From an optimization exercise on the open Yosys and OpenROAD flow, aimed at small area and a short achievable clock period; shortcuts taken in it are not production practice. Function was not checked in any run shown here: the RTL went through the layout flow alone.

==> flow/design.v, too long to show whole: its modules and the start of the top module <==
// module dit_fft_8: 5256 lines
// module fa: 6 lines
// module ha: 6 lines
module dit_fft_8(clk,rst_n,in1r,in1i,in2r,in2i,in3r,in3i,in4r,in4i,in5r,in5i,in6r,in6i,in7r,in7i,in8r,in8i,y1r,y1i,y2r,y2i,y3r,y3i,y4r,y4i,y5r,y5i,y6r,y6i,y7r,y7i,y8r,y8i,write,start,ready);
  // ...
==> flow/flow/run.sh <==
#!/bin/bash
# The standard layout, with small buffers on the ports (timing repair
# upsizes the ones that need it). make's full output goes to make.log here;
# ORFS keeps each step's own log under orfs/logs.
set -euo pipefail
export BUFFER_PORTS_ARGS="-buffer_cell sky130_fd_sc_hd__buf_2"
bash standard.sh > make.log 2>&1
==> flow/standard.sh <==
#!/bin/bash
# synth_recipe.tcl (not shown) runs the flow's synth.tcl, then flattens the netlist and writes it again
# the make line also repeats each setting of config.mk as NAME=value (left out here)
make -C /OpenROAD-flow-scripts/flow DESIGN_CONFIG=/design/flow/config.mk WORK_HOME=/design/flow/orfs CLKGATE_MAP_FILE= SYNTH_SCRIPT=/design/flow/synth_recipe.tcl "${@:-finish}"
==> flow/config.mk <==
export PLATFORM = sky130hd
export DESIGN_NAME = dit_fft_8
export DESIGN_NICKNAME = dit_fft_8
export VERILOG_FILES = /design/flow/design.v
export SDC_FILE = /design/flow/constraint.sdc
export NUM_CORES = 4
export LEC_CHECK = 0
export CAP_MARGIN = 20
export CORE_MARGIN = 2
export CORE_UTILIZATION = 60
export PLACE_DENSITY = 0.72
export SETUP_SLACK_MARGIN = 4.1
export SLEW_MARGIN = 20
export SYNTH_HIERARCHICAL = 1
==> flow/constraint.sdc <==
create_clock -name core_clock -period 10.0 [get_ports {clk}]
set_input_delay 2.0000 -clock core_clock [delete_from_list [all_inputs] [get_ports {clk}]]
set_output_delay 2.0000 -clock core_clock [all_outputs]
set_load 0.01 [all_outputs]
==> results.py, run 1 <==
metrics = {
    "timing": {
        "fin_tns_setup_ns": 0,
        "finalHoldViolations": 0,
        "rsz0062_at_grt": "yes",
        "setup_viol": 0,
        "slew_headroom_pct": 19.5,
    },
    "setup_path": {
        "crit_start": "NE3r[0]$_DFFE_PP_",
        "critPathSlowestCell": "edfxtp_1",
        "crit_path_end": "y8r[3]",
        "reg2reg_to": "NS1[14]$_DFFE_PP_",
        "reg2reg_depth": 17,
        "cpMostUsedCell": "buf_4",
    },
    "detailed_routing": {
        "vias_per_cell": 5.98,
        "vias": 50700,
        "drc": 0,
        "post_drt_wl_per_cell_um": 25.5,
        "drtAntennaViolNets": 0,
        "routed_wl_um": 216000,
        "wl_met3_um": 17800,
    },
    "yosys": {
        "synth_edf_count": 504,
        "synth_common_cells": "1051 x inv_1, 944 x fa_1, 592 x ha_1",
        "synth_fp_nets": 8102,
        "synth_area_leaders": "fa_1 28%, edfxtp_1 23%, ha_1 11%",
        "synth-compound-area-share_pct": 11.9,
        "syn_inst": 6306,
    },
    "grt": {
        "busiest_layer": "met2",
        "grt_pass1_wl_um": 314000,
        "grt_overflow_total": 0,
        "grtUsageMet1_pct": 50.9,
        "antenna_found_initial": 15,
    },
    "finish": {
        "seq_area_sq_um": 15200,
        "num-clock-buffers": 69,
        "most-common-layout-cells": "1020 x inv_1, 934 x fa_1, 509 x buf_2",
        "seq_cells": 507,
        "clock_area_share_pct": 2.51,
        "final_area_sq_um": 76500,
    },
    "run_status": {
        "status": "timing/DRC/antenna clean",
    },
    "place": {
        "placed_area_sq_um": 71100,
    },
    "min_path": {
        "worstHoldPathType": "reg -> reg",
    },
    "clocking": {
        "clk_pin_slew_ns": 0.06,
        "cts_resized": 196,
    },
}
==> run 2: changes to the inputs <==
--- a/flow/design.v
+++ b/flow/design.v
@@ -6,25 +6,29 @@
 output reg ready;
 reg write_n, start_n;
 function [15:0] sm;
 	input [15:0] x;
 	sm = x[15] ? {1'b1, ~x[14:0] + 15'd1} : x;
 endfunction
 function [14:0] orpre;
 	input [14:0] x;
-	reg g1, g2, g3;
-	integer i;
+	reg a0, a1, a2;
+	reg [3:0] gp;
+	integer i, j;
 	begin
-		g1 = |x[3:0];
-		g2 = g1 | (|x[7:4]);
-		g3 = g2 | (|x[11:8]);
-		orpre[0] = 1'b0;
-		for (i = 1; i < 15; i = i + 1)
-			orpre[i] = (i % 4 == 0) ? (i == 4 ? g1 : (i == 8 ? g2 : g3)) : (orpre[i-1] | x[i-1]);
+		a0 = |x[3:0];
+		a1 = |x[7:4];
+		a2 = |x[11:8];
+		gp = {a0 | a1 | a2, a0 | a1, a0, 1'b0};
+		for (i = 0; i < 15; i = i + 1) begin
+			orpre[i] = gp[i / 4];
+			for (j = (i / 4) * 4; j < i; j = j + 1)
+				orpre[i] = orpre[i] | x[j];
+		end
 	end
 endfunction
 function [15:0] tosm;
 	input [15:0] x;
 	reg [15:0] o;
 	reg g1, g2, g3;
 	integer i;
 	begin
==> flow/config.mk (replaced) <==
export PLATFORM = sky130hd
export DESIGN_NAME = dit_fft_8
export DESIGN_NICKNAME = dit_fft_8
export VERILOG_FILES = /design/flow/design.v
export SDC_FILE = /design/flow/constraint.sdc
export NUM_CORES = 4
export LEC_CHECK = 0
export CAP_MARGIN = 20
export CORE_MARGIN = 2
export CORE_UTILIZATION = 40
export SETUP_SLACK_MARGIN = 4.0
export SLEW_MARGIN = 20
export SYNTH_HIERARCHICAL = 1
==> run 2 against run 1 <==
  * Still clean on timing, DRC and antenna
  * Global-route usage fell by 12 points
  * Cell area decreased by 2.3%
  * Clock skew down 0.0075 ns
  * Synthesized cell count fell by 6.8%
  * Sequential share of layout area rose by 0.47 points
  * Largest cell class unchanged
  * Highest routed layer unchanged
==> results.py, run 2 <==
metrics = {
    "run_status": {
        "status": "timing/DRC/antenna clean",
    },
    "timing": {
        "finalHoldViolations": 0,
        "setup_viol": 0,
        "rsz0062_at_grt": "yes",
        "tightest_slew_ns": 1.18,
        "finalMaxSlewViolations": 0,
        "fin_skew_ns": 0.0429,
        "timing.hold.ws_ns": 0.409,
        "fin_tns_setup_ns": 0,
        "fin_ws_ns": 3.94,
        "min_period_ns": 6.06,
        "post-route-period-util_pct": 60.6,
        "slew_headroom_pct": 21.0,
        "max_freq_mhz": 165,
    },
    "finish": {
        "final_area_sq_um": 74700,
        "nets": 8354,
        "most-common-layout-cells": "999 x inv_1, 929 x fa_1, 540 x ha_1",
        "drive_gt1_share_pct": 16.7,
        "layout_commonest_cell": "inv_1",
        "area_growth_pct": 15.7,
    },
    "yosys": {
        "ys_seq_area_share_pct": 23.5,
        "yosysTopAreaCellShare_pct": 29.3,
        "synth_area_per_cell_sq_um": 11.0,
        "yosysMostFrequentCell": "inv_1",
        "yosys.area.top_type": "fa_1",
        "ys_warn_count": 7,
        "yosys_most_used_dff": "edfxtp_1",
        "ys_types": 76,
        "syn_inst": 5875,
        "synth_area_leaders": "fa_1 29%, edfxtp_1 23%, ha_1 11%",
        "synth-seq-cells": 507,
        "synth_edf_count": 504,
        "synth_fp_nets": 7671,
        "ys_async_sr_fraction_pct": 0,
        "synth_common_cells": "1027 x inv_1, 944 x fa_1, 592 x ha_1",
        "syn_area_sq_um": 64500,
    },
    "setup_path": {
        "crit_fanout": 20,
        "crit_type": "in -> reg",
        "critPathLaunchType": "input pin",
        "critPathCaptureType": "flip-flop",
        "crit_required_ns": 10.45,
        "arrival_ns": 6.50,
    },
    "detailed_routing": {
        "vias_per_cell": 5.22,
        "drt_iter0_drc": 3375,
        "drt_first_pass_iters": 6,
        "vias": 45800,
        "drtAntennaViolNets": 0,
        "post_drt_wl_per_cell_um": 23.9,
        "drc": 0,
        "routed_wl_um": 209000,
    },
    "grt": {
        "grt_overflow_total": 0,
        "grt_pass1_wl_um": 304000,
        "antenna_found_initial": 14,
        "grt_max_degree": 105,
        "grt_pass1_vias": 47100,
        "grtUsageTotal_pct": 25.3,
    },
    "clocking": {
        "clkSinkCount": 507,
        "h-tree-depth": 2,
        "clk_pin_slew_ns": 0.06,
        "clk_latency_ns": 0.70,
        "cts_buffers": 60,
        "root_buffer": "clkbuf_16",
        "cts_buffer_depth": 3,
        "cts_tree": "done",
    },
    "place": {
        "place_congestion": 0.987,
        "portBuffers": 516,
        "post-place-ws_ns": 2.93,
        "dp.final_hpwl_um": 181000,
        "placed_area_sq_um": 69900,
    },
    "die": {
        "pin_count": 517,
        "fp.dieArea_sq_um": 165000,
        "die_h_um": 406,
        "coreArea_sq_um": 160000,
        "die_w_um": 406,
        "rows": 147,
        "initial_core_util_pct": 40.2,
    },
    "job": {
        "max-cap-violations": 0,
    },
    "min_path": {
        "worstHoldPathType": "reg -> reg",
    },
}
-- run 2: cell types whose count changed after synthesis, moves of 24 or more --
cell	change
nand2_1	-114
o21ai_0	-114
a211oi_1	-69
nor2_1	-66
xnor2_1	+58
mux2i_1	+48
a2111oi_0	-37
o211ai_1	-37
inv_1	-24
-- run 2: per-stage QoR --
step	utilization, %	cells
6_report	46.6	8770
5_1_grt	46.6	8767
4_1_cts	45.6	8695
3_5_place_dp	43.6	8531
3_3_place_gp	43.6	8531
2_1_floorplan	-	5875
-- run 2: layout make-up --
type | count | area (sq um)
Fill cell | 15000 | 85700
Antenna cell | 3 | 7.51
Clock buffer | 65 | 1520
Multi-Input combinational cell | 4250 | 46600
Tap cell | 2160 | 2700
Clock inverter | 46 | 627
Inverter | 1034 | 3890
Sequential cell | 507 | 15200
Timing Repair Buffer | 705 | 4170
-- run 2: timing repair --
action                     4_1_cts  5_1_grt
gates cloned                     1        3
pin swaps                       40       79
setup endpoints to repair      107      129
buffers inserted                52       69
hold buffers                     0        0
resized for setup               98      160
-- run 2: worst max-delay path, cell delays in order --
cell and delay [ns]:
clkbuf_4 0.38, xor2_2 0.50, inv_1 0.15, fa_1 0.54
fa_1 0.46, ha_1 0.35, nor2b_1 0.15, o21ai_0 0.31
a21boi_0 0.26, o41ai_1 0.60, o211ai_1 0.24, a31o_2 0.27
a21oi_1 0.18, xnor2_1 0.09
-- run 2: path summary, 6_finish.rpt --
path / start / endpoint / slack (ns) / depth (start not counted)
max: in5i[15] / E2i[14]$_DFFE_PP_ / 3.94 / 14
min: E1i[4]$_DFFE_PP_ / NE1i[4]$_DFFE_PP_ / 0.41 / 0
max reg2reg: O3r[13]$_DFFE_PP_ / NS3[15]$_DFFE_PP_ / 3.99 / 15
min reg2reg: E1i[4]$_DFFE_PP_ / NE1i[4]$_DFFE_PP_ / 0.41 / 0
-- run 2: per-layer routing --
| layer | wire length, um | vias to the layer above | share of wire, % | track usage [%] |
|---|---|---|---|---|
| li1 | - | 20800 | - | - |
| met1 | 89800 | 23300 | 43 | 34.3 |
| met2 | 99200 | 1383 | 47 | 42.1 |
| met3 | 12200 | 259 | 5.8 | 3.45 |
| met4 | 8040 | 6 | 3.8 | 8.05 |
| met5 | 46 | - | 0.022 | 0 |
-- run 2: modules after synthesis (local to each module, per instance) --
| module | cell area [sq um] | flops+latches |
|---|---|---|
| ha | 12.5 | 0 |
| fa | 20.0 | 0 |
| dit_fft_8 | 48100 | 507 |
-- run 2: cells by family after synthesis --
| family | share of synthesized area, % |
|---|---|
| adders and majority gates | 40.8 |
| buffers and inverters | 6.72 |
| AOI/OAI and AO/OA | 9.60 |
| and+or+nand+nor | 6.93 |
| xor gates and xnor gates | 10.8 |
| DFF | 23.5 |
| muxes | 1.68 |
==> run 3: changes to the inputs <==
--- a/flow/config.mk
+++ b/flow/config.mk
@@ -10,4 +10,5 @@
 export CORE_UTILIZATION = 40
-export SETUP_SLACK_MARGIN = 4.0
+export SETUP_SLACK_MARGIN = 4.3
 export SLEW_MARGIN = 20
 export SYNTH_HIERARCHICAL = 1
+export TNS_END_PERCENT = 10
==> run 3 against run 2 <==
  * Synthesized cell count unchanged
  * Critical path depth is 5 higher
  * Still clean on timing, DRC and antenna
  * Critical endpoint is now NS3[15]$_DFFE_PP_
  * Non-clock buffer count is 25 higher
  * Final cell count rose by 0.29%
  * Global-route usage fell by 0.17 points
  * Die area unchanged
  * Routed wire length fell by 0.47%
  * Sequential share of layout area down 0.14 points
==> results.py, run 3 <==
metrics = {
    "finish": {
        "final_area_sq_um": 75200,
        "layout_commonest_cell": "inv_1",
        "area_growth_pct": 16.5,
        "fin_util_pct": 46.9,
        "nets": 8377,
        "fillers": 15000,
        "drive_gt1_share_pct": 17.3,
        "most-common-layout-cells": "992 x inv_1, 928 x fa_1, 534 x ha_1",
    },
    "clocking": {
        "cts_hold_buffers": 0,
        "cts_buffer_depth": 3,
        "h-tree-depth": 2,
        "clk_latency_ns": 0.70,
        "root_buffer": "clkbuf_16",
        "cts_tree": "done",
        "clk_pin_slew_ns": 0.06,
        "cts_buffers": 58,
        "clkSinkCount": 507,
    },
    "timing": {
        "tightest_slew_ns": 1.16,
        "rsz0062_at_grt": "yes",
        "max_freq_mhz": 166,
        "setup_viol": 0,
        "finalHoldViolations": 0,
        "finalMaxSlewViolations": 0,
        "min_period_ns": 6.02,
        "fin_skew_ns": 0.0482,
        "slew_headroom_pct": 22.5,
        "post-route-period-util_pct": 60.2,
        "fin_tns_setup_ns": 0,
    },
    "grt": {
        "grt_pass1_vias": 47100,
        "grtUsageTotal_pct": 25.2,
        "grt_pass1_wl_um": 303000,
        "grt_overflow_total": 0,
        "grt_max_degree": 142,
        "antenna_found_initial": 22,
    },
    "yosys": {
        "synth_area_leaders": "fa_1 29%, edfxtp_1 23%, ha_1 11%",
        "yosys.area.top_type": "fa_1",
        "synth_area_per_cell_sq_um": 11.0,
        "ys_async_sr_fraction_pct": 0,
        "synth-seq-cells": 507,
        "ys_warn_count": 7,
        "synth_common_cells": "1027 x inv_1, 944 x fa_1, 592 x ha_1",
        "syn_inst": 5875,
        "syn_area_sq_um": 64500,
        "synth_edf_count": 504,
        "yosys_most_used_dff": "edfxtp_1",
        "ys_types": 76,
        "ys_seq_area_share_pct": 23.5,
        "synth_fp_nets": 7671,
        "yosysTopAreaCellShare_pct": 29.3,
        "yosysMostFrequentCell": "inv_1",
    },
    "run_status": {
        "status": "timing/DRC/antenna clean",
    },
    "setup_path": {
        "cp_num_buf_inv": 3,
        "cpPeakStageDelay_ns": 0.60,
        "crit_required_ns": 10.39,
        "path_cells": "fa_1 > fa_2 > inv_2 > fa_1 > fa_2 > inv_2 > fa_1 > inv_2 > fa_1 > ha_4 > a21oi_4 > o21bai_4 > a31oi_4 > o2111ai_2 > a21o_1 > a21o_1 > a31o_2 > fa_2 > xnor2_4",
        "crit_fanout": 2,
        "critPathCaptureType": "flip-flop",
        "crit_type": "reg -> reg",
        "crit_family": "adder cells",
        "arrival_ns": 6.42,
        "critPathSlowestCell": "fa_2",
        "critPathLaunchType": "flip-flop",
        "cpMostUsedCell": "fa_1",
    },
    "detailed_routing": {
        "post_drt_wl_per_cell_um": 23.7,
        "drt_iter0_drc": 3090,
        "routed_wl_um": 208000,
        "drtAntennaViolNets": 0,
        "drc": 0,
        "vias_per_cell": 5.21,
        "drt_first_pass_iters": 5,
        "vias": 45800,
    },
    "die": {
        "pin_count": 517,
        "die_w_um": 406,
        "fp.dieArea_sq_um": 165000,
        "rows": 147,
        "coreArea_sq_um": 160000,
        "initial_core_util_pct": 40.2,
        "die_h_um": 406,
    },
    "place": {
        "placed_area_sq_um": 69700,
        "place_congestion": 1.01,
        "dp.final_hpwl_um": 178000,
        "portBuffers": 516,
    },
    "job": {
        "max-cap-violations": 0,
    },
    "min_path": {
        "worstHoldPathType": "reg -> reg",
    },
}
## run 3: cell types whose count changed in the layout (fill, tap and decap cells not counted), sizes merged
cell | previous run | this run
inv | 1037 | 1035
diode | 3 | 6
buf | 697 | 723
clkinvlp | 11 | 5
clkbuf | 73 | 74
clkinv | 21 | 23
bufbuf | 0 | 1
## run 3: cells by family (layout without fill, tap and decap cells)
kind of cell    Yosys count  count (layout)  share of synthesized area (%)
xor+xnor                790             790                           10.8
other cells               0               6                              0
flops                   507             507                           23.5
compound gates          938             938                           9.60
fa+ha+maj              1536            1536                           40.8
buf+inv                1118            1872                           6.72
mux                     108             108                           1.68
simple gates            878             878                           6.93
## run 3: metal layers
metal  track usage [%]  share of wire [%]  vias to the layer above
met3              4.03                6.6                      320
met2              40.9                 47                     1457
li1                  -                  -                    20900
met5                 0              0.032                        -
met4              8.92                4.1                       10
met1              34.0                 43                    23100
## run 3: cell type report
| class | instances | area (sq um) | share of cell area [%] |
|---|---|---|---|
| clock buffer | 68 | 1490 | 1.98 |
| clock inverter | 40 | 567 | 0.754 |
| timing repair buffer | 730 | 4450 | 5.92 |
| inverter | 1034 | 3900 | 5.18 |
| antenna | 6 | 15.0 | 0.0200 |
| sequential | 507 | 15200 | 20.2 |
| tap | 2160 | 2700 | 3.59 |
| multi-input combinational | 4250 | 46900 | 62.3 |
## run 3: repair_timing
action	4_1_cts	5_1_grt
pin swaps	60	79
cloned	2	1
endpoints found under the setup margin	186	243
gates resized for setup	129	192
buffers inserted	78	90
## run 3: through the flow
stage          hold WS (ns)  std cells  worst slack (ns)
2_1_floorplan         0.400       5875              3.80
3_3_place_gp          0.405       8510              3.18
3_5_place_dp          0.405       8510              3.10
4_1_cts               0.397       8698              3.93
5_1_grt               0.412       8791              3.80
6_report              0.401       8795              3.98
## run 3: final timing paths
check / start / end / slack, ns / cells after the start
worst max-delay path: O3r[3]$_DFFE_PP_ / NS3[15]$_DFFE_PP_ / 3.98 / 19
worst min-delay path: E1r[3]$_DFFE_PP_ / NE1r[3]$_DFFE_PP_ / 0.40 / 0
worst max register to register: O3r[3]$_DFFE_PP_ / NS3[15]$_DFFE_PP_ / 3.98 / 19
worst min register to register: E1r[3]$_DFFE_PP_ / NE1r[3]$_DFFE_PP_ / 0.40 / 0
## run 3: worst register-to-register path, stage by stage (launching register included)
cell	delay, ns
edfxtp_1	0.48
fa_1	0.53
fa_2	0.35
inv_2	0.06
fa_1	0.43
fa_2	0.60
inv_2	0.05
fa_1	0.51
inv_2	0.04
fa_1	0.58
ha_4	0.23
a21oi_4	0.16
o21bai_4	0.09
a31oi_4	0.21
o2111ai_2	0.18
a21o_1	0.19
a21o_1	0.21
a31o_2	0.25
fa_2	0.43
xnor2_4	0.18
## run 3: per-module statistics from Yosys (local to each module, per instance)
module | copies in the design | area (sq um) | flip-flops and latches
fa | 816 | 20.0 | 0
ha | 6 | 12.5 | 0
dit_fft_8 | 1 | 48100 | 507
==> run 4: changes to the inputs <==
--- a/flow/config.mk
+++ b/flow/config.mk
@@ -9,6 +9,6 @@
 export CORE_MARGIN = 2
-export CORE_UTILIZATION = 40
-export SETUP_SLACK_MARGIN = 4.3
+export CORE_UTILIZATION = 50
+export GPL_ROUTABILITY_DRIVEN = 0
+export SETUP_SLACK_MARGIN = 4.1
 export SLEW_MARGIN = 20
 export SYNTH_HIERARCHICAL = 1
-export TNS_END_PERCENT = 10
==> run 4 against run 3 <==
  * Clock skew decreased by 0.0092 ns
  * Area after synthesis unchanged
  * Final cell count is 6.0% lower
  * Core utilization increased by 11 points
  * Maximum frequency is 1.4% higher
  * First-iteration DRC count up 19%
  * Critical endpoint is now y4r[10]
  * Highest routed layer unchanged
==> results.py, run 4 <==
metrics = {
    "setup_path": {
        "crit_path_end": "y4r[10]",
        "ff2ff_setup_slack_ns": 4.13,
        "crit_type": "reg -> out",
        "reg2reg_to": "ND3[15]$_DFFE_PP_",
        "critPathLaunchType": "flip-flop",
        "cp.depth": 14,
        "crit_required_ns": 8.00,
        "cpPeakStageDelay_ns": 0.43,
        "cp_num_buf_inv": 4,
        "arrival_ns": 3.94,
        "crit_start": "NE3r[5]$_DFFE_PP_",
        "crit_family": "compound AO/OA/AOI/OAI gates",
        "critPathSlowestCell": "edfxtp_1",
        "crit_fanout": 7,
        "critPathCaptureType": "primary output",
        "path_cells": "ha_4 > inv_4 > ha_4 > a211o_1 > a2111oi_4 > o22ai_2 > a21o_1 > and3_4 > nor3_4 > buf_6 > buf_16 > mux2i_2 > xnor2_1 > buf_2",
        "reg2reg_depth": 17,
        "cpMostUsedCell": "ha_4",
        "r2r-start": "O3i[4]$_DFFE_PP_",
    },
    "clocking": {
        "cts_buffer_depth": 3,
        "root_buffer": "clkbuf_16",
        "cts_tree": "done",
        "cts_hold_buffers": 0,
        "h-tree-depth": 2,
        "cts_buffers": 60,
        "clkSinkCount": 507,
        "clk_latency_ns": 0.70,
        "clk_pin_slew_ns": 0.07,
    },
    "detailed_routing": {
        "drtAntennaViolNets": 0,
        "drt_first_pass_iters": 5,
        "post_drt_wl_per_cell_um": 23.9,
        "vias_per_cell": 5.59,
        "vias": 46200,
        "drt_iter0_drc": 3670,
        "drc": 0,
        "routed_wl_um": 197000,
    },
    "timing": {
        "slew_headroom_pct": 26.9,
        "fin_tns_setup_ns": 0,
        "min_period_ns": 5.94,
        "tightest_slew_ns": 1.10,
        "finalMaxSlewViolations": 0,
        "max_freq_mhz": 168,
        "post-route-period-util_pct": 59.4,
        "rsz0062_at_grt": "yes",
        "fin_skew_ns": 0.0390,
        "finalHoldViolations": 0,
        "setup_viol": 0,
    },
    "finish": {
        "nets": 8343,
        "most-common-layout-cells": "980 x inv_1, 914 x fa_1, 531 x ha_1",
        "drive_gt1_share_pct": 18.0,
        "fillers": 10800,
        "layout_commonest_cell": "inv_1",
        "seq_area_sq_um": 15200,
        "area_growth_pct": 15.5,
        "fin_util_pct": 58.3,
        "multi_input_area_sq_um": 47100,
    },
    "yosys": {
        "ys_seq_area_share_pct": 23.5,
        "ys_async_sr_fraction_pct": 0,
        "synth-simple-area-share_pct": 6.93,
        "synth_edf_count": 504,
        "synth_fp_nets": 7671,
        "synth_top_family_by_area": "adder cells",
        "synth-seq-cells": 507,
        "ys_types": 76,
        "synthMuxAreaShare_pct": 1.68,
        "yosys.area.top_type": "fa_1",
        "synth_common_cells": "1027 x inv_1, 944 x fa_1, 592 x ha_1",
        "synth_xor_area_share_pct": 10.8,
        "yosysMostFrequentCell": "inv_1",
        "syn_inst": 5875,
        "yosys_most_used_dff": "edfxtp_1",
        "synthAdderAreaFrac_pct": 40.8,
        "synth_area_per_cell_sq_um": 11.0,
        "syn_area_sq_um": 64500,
        "synth-compound-area-share_pct": 9.60,
        "yosysTopAreaCellShare_pct": 29.3,
        "ys_warn_count": 7,
        "synth_area_leaders": "fa_1 29%, edfxtp_1 23%, ha_1 11%",
    },
    "min_path": {
        "worstHoldPathType": "reg -> reg",
    },
    "die": {
        "initial_core_util_pct": 50.5,
        "coreArea_sq_um": 128000,
        "die_w_um": 363,
        "pin_count": 517,
        "die_h_um": 363,
        "fp.dieArea_sq_um": 132000,
        "rows": 131,
    },
    "place": {
        "dp.final_hpwl_um": 167000,
        "portBuffers": 516,
    },
    "grt": {
        "grt_pass1_wl_um": 288000,
        "antenna_found_initial": 12,
        "grt_max_degree": 172,
        "grtUsageTotal_pct": 29.7,
        "grt_overflow_total": 0,
        "grt_pass1_vias": 46600,
    },
    "run_status": {
        "status": "timing/DRC/antenna clean",
    },
    "job": {
        "max-cap-violations": 0,
    },
}
## run 4: cell counts after synthesis
Identical to the previous run, type by type.
## run 4: layout make-up
cell class              instances  share of cell area [%]
repair buffers                694                    5.62
flip-flops and latches        507                    20.4
clock inverters                46                   0.744
inverters                    1034                    5.24
well taps                    1662                    2.79
clock buffers                  66                    2.04
multi-input cells            4250                    63.1
diodes                          5                  0.0168
## run 4: what timing repair did
item,in CTS,in global routing
setup endpoints to repair,115,161
pin swaps,60,113
buffers inserted,65,96
cloned,4,0
resized for setup,133,224
## run 4: how the worst min path moves through the flow
| stage | from | endpoint | slack [ns] | depth (start not counted) |
|---|---|---|---|---|
| 2_1_floorplan | E1i[0]$_DFFE_PP_ | NE1i[0]$_DFFE_PP_ | 0.40 | 0 |
| 3_3_place_gp | E3i[11]$_DFFE_PP_ | NE3i[11]$_DFFE_PP_ | 0.40 | 0 |
| 3_5_place_dp | E1i[10]$_DFFE_PP_ | NE1i[10]$_DFFE_PP_ | 0.40 | 0 |
| 4_1_cts | E3r[11]$_DFFE_PP_ | NE3r[11]$_DFFE_PP_ | 0.41 | 0 |
| 5_1_grt | E3r[11]$_DFFE_PP_ | NE3r[11]$_DFFE_PP_ | 0.42 | 0 |
| 6_report | E3r[11]$_DFFE_PP_ | NE3r[11]$_DFFE_PP_ | 0.41 | 0 |
## run 4: logic make-up (layout without fill, tap and decap cells)
family                   after synthesis  count (layout)
XOR/XNOR                             790             790
multiplexers                         108             108
flip-flops                           507             507
AO/OA/AOI/OAI                        938             938
other                                  0               5
adder cells (fa/ha/maj)             1536            1536
AND/OR/NAND/NOR                      878             878
buffers and inverters               1118            1840
## run 4: through the flow
stage	hold WS (ns)	cell area (sq um)	std cells	worst slack (ns)
2_1_floorplan	0.400	64700	5875	3.82
3_3_place_gp	0.401	69000	7982	3.26
3_5_place_dp	0.405	69000	7982	3.22
4_1_cts	0.406	72600	8163	3.97
5_1_grt	0.422	74500	8259	3.86
6_report	0.405	74500	8264	4.06
## run 4: per-module statistics from Yosys, one instance, submodules excluded
module / times used / flip-flops and latches / area, sq um
fa: 816 / 0 / 20.0
dit_fft_8: 1 / 507 / 48100
ha: 6 / 0 / 12.5
## run 4: layer usage
metal	vias to the layer above	track usage, %	wire [um]
li1	20800	-	-
met1	23200	40.8	83000
met2	1792	46.8	89600
met3	346	4.78	14600
met4	4	13.2	10200
met5	-	0	23

[afterwards: timing with drivers on the ports]
The flow's constraints put no driver on any port. The routed layouts listed below were extracted and timed again, unchanged, in two steps.
Step 1 assumes that a clkbuf_16 drives the clock port and a buf_2 every other input.
Step 2, shift: input delay + t, output delay - t, t = (earliest + latest rising clock arrival at the registers) / 2. This alone moves slack from input paths to output paths.
a / b / c = no drivers / after step 1 / after step 2; a / b = the first two.
| run | shift t [ns] | slack for setup (ns) | worst hold slack (ns) | clock arrival spread, ns | slew at the worst register clock pin (ns) |
|---|---|---|---|---|---|
| run 1 | 0.752 | 4.056 / 3.977 / 3.381 | 0.413 / 0.413 / 0.413 | 0.056 / 0.056 | 0.07 / 0.07 |
| run 2 | 0.754 | 3.943 / 3.898 / 3.237 | 0.409 / 0.409 / 0.409 | 0.044 / 0.045 | 0.07 / 0.07 |
| run 3 | 0.746 | 3.975 / 3.921 / 3.339 | 0.401 / 0.401 / 0.401 | 0.050 / 0.050 | 0.07 / 0.07 |
| run 4 | 0.752 | 4.057 / 3.984 / 3.422 | 0.405 / 0.405 / 0.405 | 0.045 / 0.044 | 0.07 / 0.07 |
After both steps setup and hold are still met in every run listed. For run 2, which loses most, drivers alone change the setup slack by -0.045 ns; drivers and shift together by -0.706 ns.
